This design comes from an exercise in tuning for small area on the open sky130 flow, not from production work. Function was checked by simulation only, so behaviour that the tests miss may differ from the original.

## main
## draw_line
module draw_line(clk, rst_n, wea, x, y, m, b, dir, range, index_rd, line_x, line_y, finish);
input             clk, rst_n;
input             wea;
input      [31:0] x, y, m, b, dir, range;
input      [31:0] index_rd;
output     [31:0] line_x, line_y;
output     reg finish;
reg        [31:0] cnt, cnt_upd;
reg        [31:0] x_reg, m_reg, acc;
reg               mv, dec;
reg        [4:0]  idx;
reg        [1:0]  ph;
genvar gi;
wire [32:0] ltc;
assign ltc[0] = 1'b0;
generate for (gi = 0; gi < 32; gi = gi + 1) begin : g_lt
    assign ltc[gi+1] = (range[gi] & ~cnt[gi]) | (range[gi] & ltc[gi]) | (~cnt[gi] & ltc[gi]);
end endgenerate
wire        lt = ltc[32];
wire [32:0] cch;
assign cch[0] = lt;
generate for (gi = 0; gi < 32; gi = gi + 1) begin : g_cnt
    assign cch[gi+1] = cch[gi] & cnt_upd[gi];
end endgenerate
always @(posedge clk or negedge rst_n) begin
    if (!rst_n) begin
        cnt     <= 32'd0;
        cnt_upd <= 32'd0;
        finish  <= 1'b0;
    end else begin
        cnt     <= cnt_upd ^ cch[31:0];
        cnt_upd <= cnt;
        finish  <= !lt;
    end
end
wire        start  = wea && !rst_n;
always @(posedge clk) begin
    if (start)
        ph <= 2'd0;
    else if (ph != 2'd3)
        ph <= ph + 2'd1;
end
wire        rd   = !start && ph == 2'd3;
wire        dneg = rd && dec;
wire [4:0]  kz   = mv ? idx : 5'd0;
reg  [31:0] mop;
reg  [7:0]  wop;
reg         wm1;
wire [31:0] aop = start ? b : acc;
always @(*) begin
    if (start) begin
        mop = m;                    wop = x[7:0];  wm1 = 1'b0;
    end else case (ph)
        2'd0: begin mop = {m_reg[23:0], 8'd0};  wop = x_reg[15:8];  wm1 = x_reg[7];  end
        2'd1: begin mop = {m_reg[15:0], 16'd0}; wop = x_reg[23:16]; wm1 = x_reg[15]; end
  ...
export LEC_CHECK = 0
export CAP_MARGIN = 20
export CORE_MARGIN = 2
export CORE_UTILIZATION = 40
export SLEW_MARGIN = 20
export SYNTH_HIERARCHICAL = 1
export SYNTH_MINIMUM_KEEP_SIZE = 0
create_clock -name core_clock -period 14.0 [get_ports {clk}]
standard.sh (not shown) runs the stock make flow with config.mk's settings and CLKGATE_MAP_FILE= SYNTH_SCRIPT=/design/flow/synth_recipe.tcl, a recipe that flattens the netlist after the stock synthesis.
==> flow/flow/run.sh <==
#!/bin/bash
# The standard layout (the standard.sh: the standard synthesis and ORFS
# from floorplan to finish), with these changes to how the layout is made:
#  - at the start of the floorplan step, flow/downsize.tcl swaps every
#    combinational cell for the smallest cell of the same function; the
#    timing repair of the floorplan and later steps sizes up what is needed;
#  - the port buffers that global placement adds to every input and output
#    are sky130_fd_sc_hd__buf_1 cells instead of the default buffer;
#  - clock tree synthesis adds no dummy loads and uses clkbuf_8 buffers for clusters of up to 30 sinks.
# make's full output goes to flow_make.log in this folder.
set -euo pipefail
here=$(pwd)
bash standard.sh \
  "PRE_FLOORPLAN_TCL=$here/flow/downsize.tcl" \
  "BUFFER_PORTS_ARGS=-buffer_cell sky130_fd_sc_hd__buf_1" \
  "CTS_ARGS=-sink_clustering_enable -repair_clock_nets -dont_use_dummy_load -buf_list sky130_fd_sc_hd__clkbuf_8 -sink_clustering_size 30 -sink_clustering_max_diameter 150" \
  finish > flow_make.log 2>&1
==> flow/flow/downsize.tcl <==
# Sized-down start for the resizer: every combinational cell of the
# synthesized netlist is swapped for the smallest cell of the same function
# (same name but for the drive-strength suffix). Registers, tie cells and
# buffers are left as they are. The floorplan's and later stages' timing
# repair then size up what the timing needs.
set db [ord::get_db]
set n 0
set saved 0.0
foreach inst [[ord::get_db_block] getInsts] {
  set mname [[$inst getMaster] getName]
  if {![regexp {^(sky130_fd_sc_hd__([a-z0-9]+))_([0-9]+)$} $mname -> base func drive]} { continue }
  if {[regexp {^(df|edf|sdf|sed|dl|conb|buf|clkbuf|clkdly|dlygate|tap|fill|decap|diode)} $func]} { continue }
  set cur [$inst getMaster]
  set best $cur
  set best_area [expr {[$cur getWidth] * [$cur getHeight]}]
  foreach d {0 1 2 4 6 8 12 16} {
    set cand [$db findMaster "${base}_$d"]
    if {$cand == "NULL" || $cand == ""} { continue }
    set a [expr {[$cand getWidth] * [$cand getHeight]}]
    if {$a < $best_area} { set best $cand; set best_area $a }
  }
  if {$best != $cur} {
    set saved [expr {$saved + [$cur getWidth] * [$cur getHeight] - $best_area}]
    $inst swapMaster $best
    incr n
  }
}
puts "downsize.tcl: swapped $n cells to their smallest size, [expr {$saved / 1e6}] um2 less"
Inputs modified between main and the feature branch:
--- a/flow/flow/run.sh
+++ b/flow/flow/run.sh
@@ -9 +9 @@
-#  - clock tree synthesis adds no dummy loads and uses clkbuf_8 buffers for clusters of up to 30 sinks.
+#  - clock tree synthesis adds no dummy loads and uses clkbuf_8 buffers.
@@ -16 +16 @@
-  "CTS_ARGS=-sink_clustering_enable -repair_clock_nets -dont_use_dummy_load -buf_list sky130_fd_sc_hd__clkbuf_8 -sink_clustering_size 30 -sink_clustering_max_diameter 150" \
+  "CTS_ARGS=-sink_clustering_enable -repair_clock_nets -dont_use_dummy_load -buf_list sky130_fd_sc_hd__clkbuf_8" \
Notes after the runs:
Combined area of the multi-input logic cells of main is on par with the feature branch. Re global-route met3 utilization: no difference whatsoever between main and the feature branch. Comparing the feature branch against main, there is no change at all in sequential share of layout area. Between the feature branch and main, the wire length of the first global-routing pass does not differ in any meaningful way. Status: peak clock frequency supported by timing parity (the feature branch, main). Re met1 demand-to-capacity share in global routing: no difference whatsoever between the feature branch and main. Count of input and output buffers: the feature branch vs main identical. Diff main..the feature branch | instance count along the most critical hold path | unchanged. Reported for the feature branch and main, share of the core filled with cells in the final layout turned out identical to the last digit.

========
== run 3 ==
Another version of the RTL of draw_line (not shown whole).
For scale: ~1,300 cells after synthesis, roughly 290 I/O pins.
Settings: LEC_CHECK=0, CAP_MARGIN=5, CORE_MARGIN=2, CORE_UTILIZATION=40, GPL_TIMING_DRIVEN=0, SLEW_MARGIN=5, SYNTH_HIERARCHICAL=1, SYNTH_MINIMUM_KEEP_SIZE=0; clock period 14.0 ns.
==> flow/flow/run.sh <==
#!/bin/bash
# The standard layout (the standard.sh: the standard synthesis and ORFS
# from floorplan to finish), with these changes to how the layout is made:
#  - at the start of the floorplan step, flow/downsize.tcl swaps every
#    combinational cell for the smallest cell of the same function; the
#    timing repair of the floorplan and later steps sizes up what is needed;
#  - the port buffers that global placement adds to every input and output
#    are sky130_fd_sc_hd__buf_1 cells instead of the default buffer;
#  - clock tree synthesis adds no dummy loads and uses clkbuf_8 buffers.
# make's full output goes to flow_make.log in this folder.
set -euo pipefail
here=$(pwd)
bash standard.sh \
  "PRE_FLOORPLAN_TCL=$here/flow/downsize.tcl" \
  "BUFFER_PORTS_ARGS=-buffer_cell sky130_fd_sc_hd__buf_1" \
  "CTS_ARGS=-sink_clustering_enable -repair_clock_nets -dont_use_dummy_load -buf_list sky130_fd_sc_hd__clkbuf_8" \
  finish > flow_make.log 2>&1
Scripts as last shown in full above: flow/flow/downsize.tcl
diff inputs: run 3 => run 5
- GPL_TIMING_DRIVEN no longer set, was 0
- CORE_UTILIZATION now 65, was 40
- CAP_MARGIN now 20, was 5
- SLEW_MARGIN now 20, was 5
==> comparison <==
- Changes observed in run 5 relative to run 3: proportion of cell area occupied by multi-input gates shows an increase of 2.0 points; number of buffers inserted by post-CTS setup repair went down 22; vertical die dimension shrank by 21%; cell area has decreased.
- The higher wire length reported by the detailed router of run 5 and run 3 is in run 3.
- Diff run 3 -> run 5 | final cell count without fillers | decrease of about 12%
- Looking only at utilization, and setting everything else aside, the higher value of run 5 and run 3 goes to run 5.
- Delta (run 5 minus run 3): number of gates resized after CTS has decreased; initial antenna violation count has decreased.

========
draw_line, a different RTL version from the one above (not shown whole).
## draw_line
module draw_line(clk, rst_n, wea, x, y, m, b, dir, range, index_rd, line_x, line_y, finish);
clock: 14.0 ns
lec_check: 0
cap_margin: 20
core_margin: 2
core_utilization: 40
slew_margin: 20
synth_hierarchical: 1
synth_minimum_keep_size: 0
run.sh (not shown) runs the stock make flow with config.mk's settings and CLKGATE_MAP_FILE= SYNTH_SCRIPT=/design/flow/synth_recipe.tcl, a recipe that flattens the netlist after the stock synthesis.
Stock flow here: none of the scripts above is used.
Edit:
==> flow/flow/run.sh (new file) <==
#!/bin/bash
# The standard layout (the standard.sh: the standard synthesis and ORFS
# from floorplan to finish), with two changes to how the layout is made:
#  - the port buffers that global placement adds to every input and output
#    are sky130_fd_sc_hd__buf_1 cells instead of the default buffer;
#  - clock tree synthesis adds no dummy loads.
# make's full output goes to flow_make.log in this folder.
set -euo pipefail
bash standard.sh \
  "BUFFER_PORTS_ARGS=-buffer_cell sky130_fd_sc_hd__buf_1" \
  "CTS_ARGS=-sink_clustering_enable -repair_clock_nets -dont_use_dummy_load" \
  finish > flow_make.log 2>&1
==> flow/standard.sh (new file) <==
#!/bin/bash
# synth_recipe.tcl (not shown) runs the flow's synth.tcl, then flattens the netlist and writes it again
# the make line also repeats each setting of config.mk as NAME=value (left out here)
make -C /OpenROAD-flow-scripts/flow DESIGN_CONFIG=/design/flow/config.mk WORK_HOME=/design/flow/orfs CLKGATE_MAP_FILE= SYNTH_SCRIPT=/design/flow/synth_recipe.tcl "${@:-finish}"
removed: flow/run.sh
Via count drops by about 0.9%.
Setup slack is better by 0.12 ns.
Non-clock buffer count fell by 18.
Synthesized cell count does not change.
Fmax goes up by 0.93%.
First-iteration DRC count came out lower by about 22%.
Die area is unchanged.
Cell count goes down by 1.5%.
Cell area is lower by 9.2%.
Worst hold slack degrades by 0.0042 ns.

========
Setup of run A:
draw_line with an RTL version that a note above also has.
Size in the first run: about 1300 cells after synthesis, about 170 flip-flops, ~290 I/O pins, ~14000 µm² of cells after synthesis.
export LEC_CHECK = 0
export CAP_MARGIN = 20
export CORE_MARGIN = 2
export CORE_UTILIZATION = 40
export SLEW_MARGIN = 20
export SYNTH_HIERARCHICAL = 1
export SYNTH_MINIMUM_KEEP_SIZE = 0
create_clock -name core_clock -period 14.0 [get_ports {clk}]
standard.sh (not shown) runs the stock make flow with config.mk's settings and CLKGATE_MAP_FILE= SYNTH_SCRIPT=/design/flow/synth_recipe.tcl, a recipe that flattens the netlist after the stock synthesis.
==> flow/flow/run.sh <==
#!/bin/bash
# The standard layout (the standard.sh: the standard synthesis and ORFS
# from floorplan to finish), with two changes to how the layout is made:
#  - the port buffers that global placement adds to every input and output
#    are sky130_fd_sc_hd__buf_1 cells instead of the default buffer;
#  - clock tree synthesis adds no dummy loads.
# make's full output goes to flow_make.log in this folder.
set -euo pipefail
bash standard.sh \
  "BUFFER_PORTS_ARGS=-buffer_cell sky130_fd_sc_hd__buf_1" \
  "CTS_ARGS=-sink_clustering_enable -repair_clock_nets -dont_use_dummy_load" \
  finish > flow_make.log 2>&1
diff inputs: run A => run B
Settings: GPL_TIMING_DRIVEN: unset -> 0.
==> flow/flow/run.sh <==
#!/bin/bash
# The standard layout (the standard.sh: the standard synthesis and ORFS
# from floorplan to finish), with these changes to how the layout is made:
#  - at the start of the floorplan step, flow/downsize.tcl swaps every
#    combinational cell for the smallest cell of the same function; the
#    timing repair of the floorplan and later steps sizes up what is needed;
#  - the port buffers that global placement adds to every input and output
#    are sky130_fd_sc_hd__buf_1 cells instead of the default buffer;
#  - clock tree synthesis adds no dummy loads and uses clkbuf_8 buffers.
# make's full output goes to flow_make.log in this folder.
set -euo pipefail
here=$(pwd)
bash standard.sh \
  "PRE_FLOORPLAN_TCL=$here/flow/downsize.tcl" \
  "BUFFER_PORTS_ARGS=-buffer_cell sky130_fd_sc_hd__buf_1" \
  "CTS_ARGS=-sink_clustering_enable -repair_clock_nets -dont_use_dummy_load -buf_list sky130_fd_sc_hd__clkbuf_8" \
  finish > flow_make.log 2>&1
==> flow/flow/downsize.tcl (new file) <==
# Sized-down start for the resizer: every combinational cell of the
# synthesized netlist is swapped for the smallest cell of the same function
# (same name but for the drive-strength suffix). Registers, tie cells and
# buffers are left as they are. The floorplan's and later stages' timing
# repair then size up what the timing needs.
set db [ord::get_db]
set n 0
set saved 0.0
foreach inst [[ord::get_db_block] getInsts] {
  set mname [[$inst getMaster] getName]
  if {![regexp {^(sky130_fd_sc_hd__([a-z0-9]+))_([0-9]+)$} $mname -> base func drive]} { continue }
  if {[regexp {^(df|edf|sdf|sed|dl|conb|buf|clkbuf|clkdly|dlygate|tap|fill|decap|diode)} $func]} { continue }
  set cur [$inst getMaster]
  set best $cur
  set best_area [expr {[$cur getWidth] * [$cur getHeight]}]
  foreach d {0 1 2 4 6 8 12 16} {
    set cand [$db findMaster "${base}_$d"]
    if {$cand == "NULL" || $cand == ""} { continue }
    set a [expr {[$cand getWidth] * [$cand getHeight]}]
    if {$a < $best_area} { set best $cand; set best_area $a }
  }
  if {$best != $cur} {
    set saved [expr {$saved + [$cur getWidth] * [$cur getHeight] - $best_area}]
    $inst swapMaster $best
    incr n
  }
}
puts "downsize.tcl: swapped $n cells to their smallest size, [expr {$saved / 1e6}] um2 less"
[summary]
Diff run A -> run B | post-layout instance count excluding filler cells | increase of 2.5%. On run B: global-route track usage on met1 is 3.4 points higher than what run A gave. Run A → run B: sequential share of layout area level; non-clock buffer contribution to total cell area increased 3.5 points; global-route met3 utilization rose by 1.0 points; shortest clock period the worst path allows after layout has increased. The final net count in run B sits 59 above the value recorded for run A. The number of fill cells in the layout in run B is 0.948 times that in run A. Run B: non-clock buffer count higher than run A. Utilization: run B higher than run A.
The following lists how run C was set up differently from run B:
Settings: SLEW_MARGIN changed from 20 to 5; CAP_MARGIN changed from 20 to 5; GPL_TIMING_DRIVEN removed (was 0).
## What came out
Run C closes out successfully: all stages finished, all timing, DRC and antenna checks passed. Going from run B to run C, sequential share of layout area grows by 1.8 points. Timing-limited maximum frequency of run C is on par with run B. Measured against run C, the wire length of run B comes out at 1.09 times the reference value. Routed via count divided by cell count in run C is about 0.7% below run B. Going from run B to run C, the wire length of the first global-routing pass was found to have gone down by 6300 µm. Run C ends up with a fill cell instance count of the final layout that is 47 higher than in run B. From run B to run C the numbers moved as follows: number of global-route vias before repair went down by about 9%, number of standard cells in the layout, taps in and fillers out went down by about 3.7%, final worst-path setup slack higher. For run B, the capture point of the critical path was line_y[30], unlike run C, where it was line_y[31].
The inputs of run D differ from those of run C as listed below.
Settings: CAP_MARGIN: 5 -> 20; SLEW_MARGIN: 5 -> 20.
- From run C to run D the numbers moved as follows: area of the core flat, required arrival time at the worst endpoint closely matched the old numbers, layout buffering overhead excluding clock cells roughly the same, die area essentially unchanged.
- Diff run C..run D | utilization | unchanged
- Run D against run C: design area closely matched the old numbers, placed cell area closely matched the old numbers.

========
Setup of old:
draw_line, a different RTL version from the one above (not shown whole).
Size: ~1300 cells after synthesis, ~170 flip-flops, ~0.015 mm^2 of cells after synthesis.
Settings: LEC_CHECK=0, CAP_MARGIN=20, CORE_MARGIN=2, CORE_UTILIZATION=40, CTS_BUF_LIST=sky130_fd_sc_hd__clkbuf_4, SLEW_MARGIN=20, SYNTH_HIERARCHICAL=1, SYNTH_MINIMUM_KEEP_SIZE=0; clock period 14.0 ns.
==> flow/flow/run.sh <==
#!/bin/bash
# The standard layout (the standard.sh: the standard synthesis and ORFS
# from floorplan to finish), with two changes to how the layout is made:
#  - the port buffers that global placement adds to every input and output
#    are sky130_fd_sc_hd__buf_1 cells instead of the default buffer;
#  - clock tree synthesis adds no dummy loads.
# make's full output goes to flow_make.log in this folder.
set -euo pipefail
bash standard.sh \
  "BUFFER_PORTS_ARGS=-buffer_cell sky130_fd_sc_hd__buf_1" \
  "CTS_ARGS=-sink_clustering_enable -repair_clock_nets -dont_use_dummy_load" \
  finish > flow_make.log 2>&1
Input-level comparison between new and old:
Settings: removing CTS_BUF_LIST (formerly sky130_fd_sc_hd__clkbuf_4).
## What came out
- As far as post-synthesis share of cell area spent on and, or, nand and nor gates goes, old and new are indistinguishable; the numbers are identical.
- Final standard cell area without fillers across old and new: no real change.
- Comparing old against new, there is no change at all in total area of sequential cells.
- [compare] base=old new=new: number of sinks on the clock net essentially unchanged; worst-case reg-to-reg path depth essentially unchanged; total wire length after detailed routing essentially unchanged.
- From old to new, instance count after placement with tap cells included did not move at all.
- Achievable clock frequency essentially unchanged between new and old.

[re-timing with driven ports]
No port has a modelled driver above. Below, the same layouts with a new extraction and two added sets of constraints.
Step 1 assumes that a clkbuf_16 drives the clock port and a buf_2 every other input.
Step 2 times the ports against the registers' clock, not the clock port: input delays grow and output delays shrink by t, the midpoint of the rising clock arrivals with the driver on.
Three values: ideal, step 1, step 2; two values: the first two.
run | shift t [ns] | setup slack, ns | hold WS [ns] | worst setup path at the end | cell pins on the clock port's net
main | 0.518 | 0.484 / 0.463 / 0.463 | 0.356 / 0.356 / 0.356 | input to output | 1
the feature branch | 0.518 | 0.484 / 0.463 / 0.463 | 0.356 / 0.356 / 0.356 | input to output | 1
run 3 | 0.538 | 0.407 / 0.366 / 0.366 | 0.382 / 0.382 / 0.382 | input to output | 1
run 5 | 0.502 | 0.386 / 0.362 / 0.362 | 0.373 / 0.373 / 0.373 | input to output | 1
the first run of note 3 | 0.502 | 0.509 / 0.485 / 0.485 | 0.382 / 0.382 / 0.382 | input to output | 1
the second run of note 3 | 0.520 | 0.633 / 0.613 / 0.613 | 0.377 / 0.377 / 0.377 | input to output | 1
run A | 0.479 | 0.459 / 0.430 / 0.430 | 0.366 / 0.366 / 0.366 | input to output | 1
run B | 0.539 | 0.406 / 0.353 / 0.353 | 0.368 / 0.368 / 0.368 | input to output | 1
run C | 0.520 | 0.411 / 0.386 / 0.386 | 0.387 / 0.387 / 0.387 | input to output | 1
run D | 0.520 | 0.411 / 0.386 / 0.386 | 0.387 / 0.387 / 0.387 | input to output | 1
old | 0.485 | 0.517 / 0.496 / 0.496 | 0.382 / 0.382 / 0.382 | input to output | 1
new | 0.485 | 0.517 / 0.496 / 0.496 | 0.382 / 0.382 / 0.382 | input to output | 1
After both steps setup and hold are still met in every run listed. The setup slack of run B, which loses most, moves by -0.053 ns with the drivers and by -0.053 ns with both steps.
